From an optimization exercise on the open Yosys and OpenROAD flow, aimed at a short achievable clock period and few clock cycles; shortcuts taken in it are not production practice.
In this exercise RTL edits were held to simulation tests only and were not proved equivalent to the original.
Power and IR drop assume default switching activity.

Design rv32i, start of the top module:
module rv32i(
   input clk,
	input reset,
   input  [31:0] inst_rdata,
   output [31:0] inst_addr,
   input [31:0] data_rdata,
   output [31:0] data_addr,
   output [31:0] data_wdata,
   output [3:0] data_we,
   output trap
);
For scale: about 7100 cells after synthesis, roughly 170 I/O pins, roughly 0.10 sq mm of cells after synthesis.
Settings: LEC_CHECK=0, CAP_MARGIN=20, CORE_MARGIN=2, CORE_UTILIZATION=35, SLEW_MARGIN=20; clock period 11.0 ns.
standard.sh (not shown) runs the stock make flow with config.mk's settings and CLKGATE_MAP_FILE= SYNTH_SCRIPT=/design/flow/synth_recipe.tcl, a recipe that flattens the netlist after the stock synthesis.
==> flow/flow/run.sh <==
#!/bin/bash
# Own layout flow: the standard layout, with the standard synthesis run
# unchanged, and the later steps run with
#  - port buffers of a plain buffer cell (buf_8) instead of the one
#    buffer_ports picks by itself (a clkdlybuf4s50 delay cell).
set -euo pipefail
MARGIN=7.6
PORTBUF=sky130_fd_sc_hd__buf_8

# 1. standard synthesis, unchanged
bash standard.sh synth > synth.log 2>&1

# 2. floorplan to final layout
sed "s|\"\${@:-finish}\"|SETUP_SLACK_MARGIN=$MARGIN BUFFER_PORTS_ARGS=\"-buffer_cell $PORTBUF\" \"\${@:-finish}\"|" standard.sh > standard_margin.sh
grep -q "SETUP_SLACK_MARGIN=$MARGIN BUFFER_PORTS_ARGS=" standard_margin.sh
bash standard_margin.sh finish > layout.log 2>&1
test -f out/final.def
Testbench counts at the start, summed over its fixed seeds: cycles 139,476.
Change:
--- a/flow/flow/run.sh
+++ b/flow/flow/run.sh
@@ -6,3 +6,3 @@
 set -euo pipefail
-MARGIN=7.6
+MARGIN=8.0
 PORTBUF=sky130_fd_sc_hd__buf_8
Settings changed: CORE_UTILIZATION 35 to 40, SETUP_SLACK_MARGIN set to 0.3.
Outcome: The changed run produced a clean layout. Die area decreases by 12%. Total power hardly moves. Cell area increases by 2.5%.

Another version of the RTL of rv32i (not shown whole).
Size in the first run: ~7000 cells after synthesis, about 2200 flip-flops, about 170 I/O pins.
Settings: LEC_CHECK=0, CAP_MARGIN=20, CORE_MARGIN=2, CORE_UTILIZATION=40, SETUP_SLACK_MARGIN=0.3, SLEW_MARGIN=20; clock period 11.0 ns.
==> flow/flow/run.sh <==
#!/bin/bash
set -euo pipefail
MARGIN=7.6

# 1. standard synthesis, unchanged
bash standard.sh synth > synth.log 2>&1

# 2. floorplan to final layout, with the setup-repair margin
sed "s|\"\${@:-finish}\"|SETUP_SLACK_MARGIN=$MARGIN \"\${@:-finish}\"|" standard.sh > standard_margin.sh
grep -q "SETUP_SLACK_MARGIN=$MARGIN" standard_margin.sh
bash standard_margin.sh finish > layout.log 2>&1
test -f out/final.def
Testbench counts at the start, summed over its fixed seeds: cycles 139,412.
Next try:
--- a/flow/config.mk
+++ b/flow/config.mk
@@ -10,3 +10,3 @@
 export CORE_UTILIZATION = 40
-export SETUP_SLACK_MARGIN = 0.3
 export SLEW_MARGIN = 20
+export TNS_END_PERCENT = 5
Area after synthesis is unchanged.
Worst hold slack gets worse by 0.016 ns.
Global-route usage goes down by 1.2 points.
Setup slack loses 0.25 ns.
Clock power goes down by about 2%.
Die area does not change.
Next try:
==> flow/flow/run.sh (replaced) <==
#!/bin/bash
# Own layout flow: the standard layout, with the standard synthesis run
# unchanged, and the later steps run with
#  - port buffers of a plain buffer cell (buf_8) instead of the one
#    buffer_ports picks by itself (a clkdlybuf4s50 delay cell).
set -euo pipefail
MARGIN=7.6
PORTBUF=sky130_fd_sc_hd__buf_8

# 1. standard synthesis, unchanged
bash standard.sh synth > synth.log 2>&1

# 2. floorplan to final layout
sed "s|\"\${@:-finish}\"|SETUP_SLACK_MARGIN=$MARGIN BUFFER_PORTS_ARGS=\"-buffer_cell $PORTBUF\" \"\${@:-finish}\"|" standard.sh > standard_margin.sh
grep -q "SETUP_SLACK_MARGIN=$MARGIN BUFFER_PORTS_ARGS=" standard_margin.sh
bash standard_margin.sh finish > layout.log 2>&1
test -f out/final.def
--- a/flow/config.mk
+++ b/flow/config.mk
@@ -10,3 +10,3 @@
 export CORE_UTILIZATION = 40
+export SETUP_SLACK_MARGIN = 0.3
 export SLEW_MARGIN = 20
-export TNS_END_PERCENT = 5
After rerunning: Register-to-register slack improves by 0.24 ns; wire length is higher by a few percent; sequential power is about the same; worst setup slack gains 0.24 ns; fmax came out higher by a few percent; count of clock-buffer cells in the layout is higher by 4; clock power barely changes.

RTL: one of the versions met above, not the one the previous note started from.
For scale: ~2100 flip-flops, about 170 I/O pins.
Settings: LEC_CHECK=0, CAP_MARGIN=20, CORE_MARGIN=2, CORE_UTILIZATION=40, SETUP_SLACK_MARGIN=0.3, SLEW_MARGIN=20; clock period 11.0 ns.
==> flow/flow/run.sh <==
#!/bin/bash
# Own layout flow: the standard layout, with the standard synthesis run
# unchanged, and the later steps run with
#  - port buffers of a plain buffer cell (buf_8) instead of the one
#    buffer_ports picks by itself (a clkdlybuf4s50 delay cell).
set -euo pipefail
MARGIN=7.6
PORTBUF=sky130_fd_sc_hd__buf_8

# 1. standard synthesis, unchanged
bash standard.sh synth > synth.log 2>&1

# 2. floorplan to final layout
sed "s|\"\${@:-finish}\"|SETUP_SLACK_MARGIN=$MARGIN BUFFER_PORTS_ARGS=\"-buffer_cell $PORTBUF\" \"\${@:-finish}\"|" standard.sh > standard_margin.sh
grep -q "SETUP_SLACK_MARGIN=$MARGIN BUFFER_PORTS_ARGS=" standard_margin.sh
bash standard_margin.sh finish > layout.log 2>&1
test -f out/final.def
Testbench counts at the start, summed over its fixed seeds: cycles 139,476.
Change:
- CORE_UTILIZATION: 40 -> 50
- SETUP_SLACK_MARGIN: 0.3 -> default
After rerunning:
- The changed run finished with timing, DRC and antenna clean
- via count came out higher by 1.3%
- maximum frequency falls by 2.8%
- die area came out lower by 20%
- sequential share of layout area stays flat
- routed wire length increases by 2.9%
- global-route usage grows by 8.3 points
- core utilization goes up by 12 points
- register-to-register slack degrades by 0.10 ns
- non-clock buffer count grows by 24
Change:
--- a/flow/flow/run.sh
+++ b/flow/flow/run.sh
@@ -7 +7 @@
-MARGIN=7.6
+MARGIN=7.3
- CORE_UTILIZATION: 50 -> 40
- SETUP_SLACK_MARGIN: default -> 0.3
What happened:
- synthesized cell count is unchanged
- via count drops by 3.5%
- routed wire length decreases by 6.7%
- hold slack improved by 0.013 ns
- die area rises by 25%
- worst setup slack degrades by 0.0092 ns
- sequential cell count is unchanged
- sequential share of layout area rose by 1.3 points
- design area drops by 2.9%

[port drivers added, routing unchanged]
In the flow no input, the clock included, has a driving cell. The finished layouts below were timed again as built, in two steps.
Step 1, drivers: a clkbuf_16 drives clk and a buf_2 each remaining input, both assumed.
Step 2 also shifts input and output timing later by t, the mid clock arrival at the registers, as if the neighbouring blocks saw the same clock.
Three values: ideal ports, drivers, drivers and shift; two values: the first two.
run	shift t [ns]	slack for setup (ns)	worst register clock-pin slew, ns
the first run of note 1	0.962	7.228 / 7.167 / 6.205	0.07 / 0.07
the second run of note 1	0.954	6.980 / 6.980 / 6.051	0.07 / 0.07
the first run of note 2	0.988	7.295 / 7.242 / 6.530	0.07 / 0.07
the second run of note 2	0.971	7.048 / 7.048 / 6.324	0.07 / 0.07
the third run of note 2	0.962	7.288 / 7.267 / 6.587	0.07 / 0.07
the first run of note 3	0.958	7.312 / 7.244 / 6.418	0.07 / 0.07
the second run of note 3	0.961	7.207 / 7.207 / 6.382	0.07 / 0.07
the third run of note 3	0.967	7.198 / 7.198 / 6.236	0.08 / 0.08
After both steps every run listed still meets setup and hold. For the first run of note 1, which loses most, drivers alone change the setup slack by -0.061 ns; drivers and shift together by -1.023 ns.
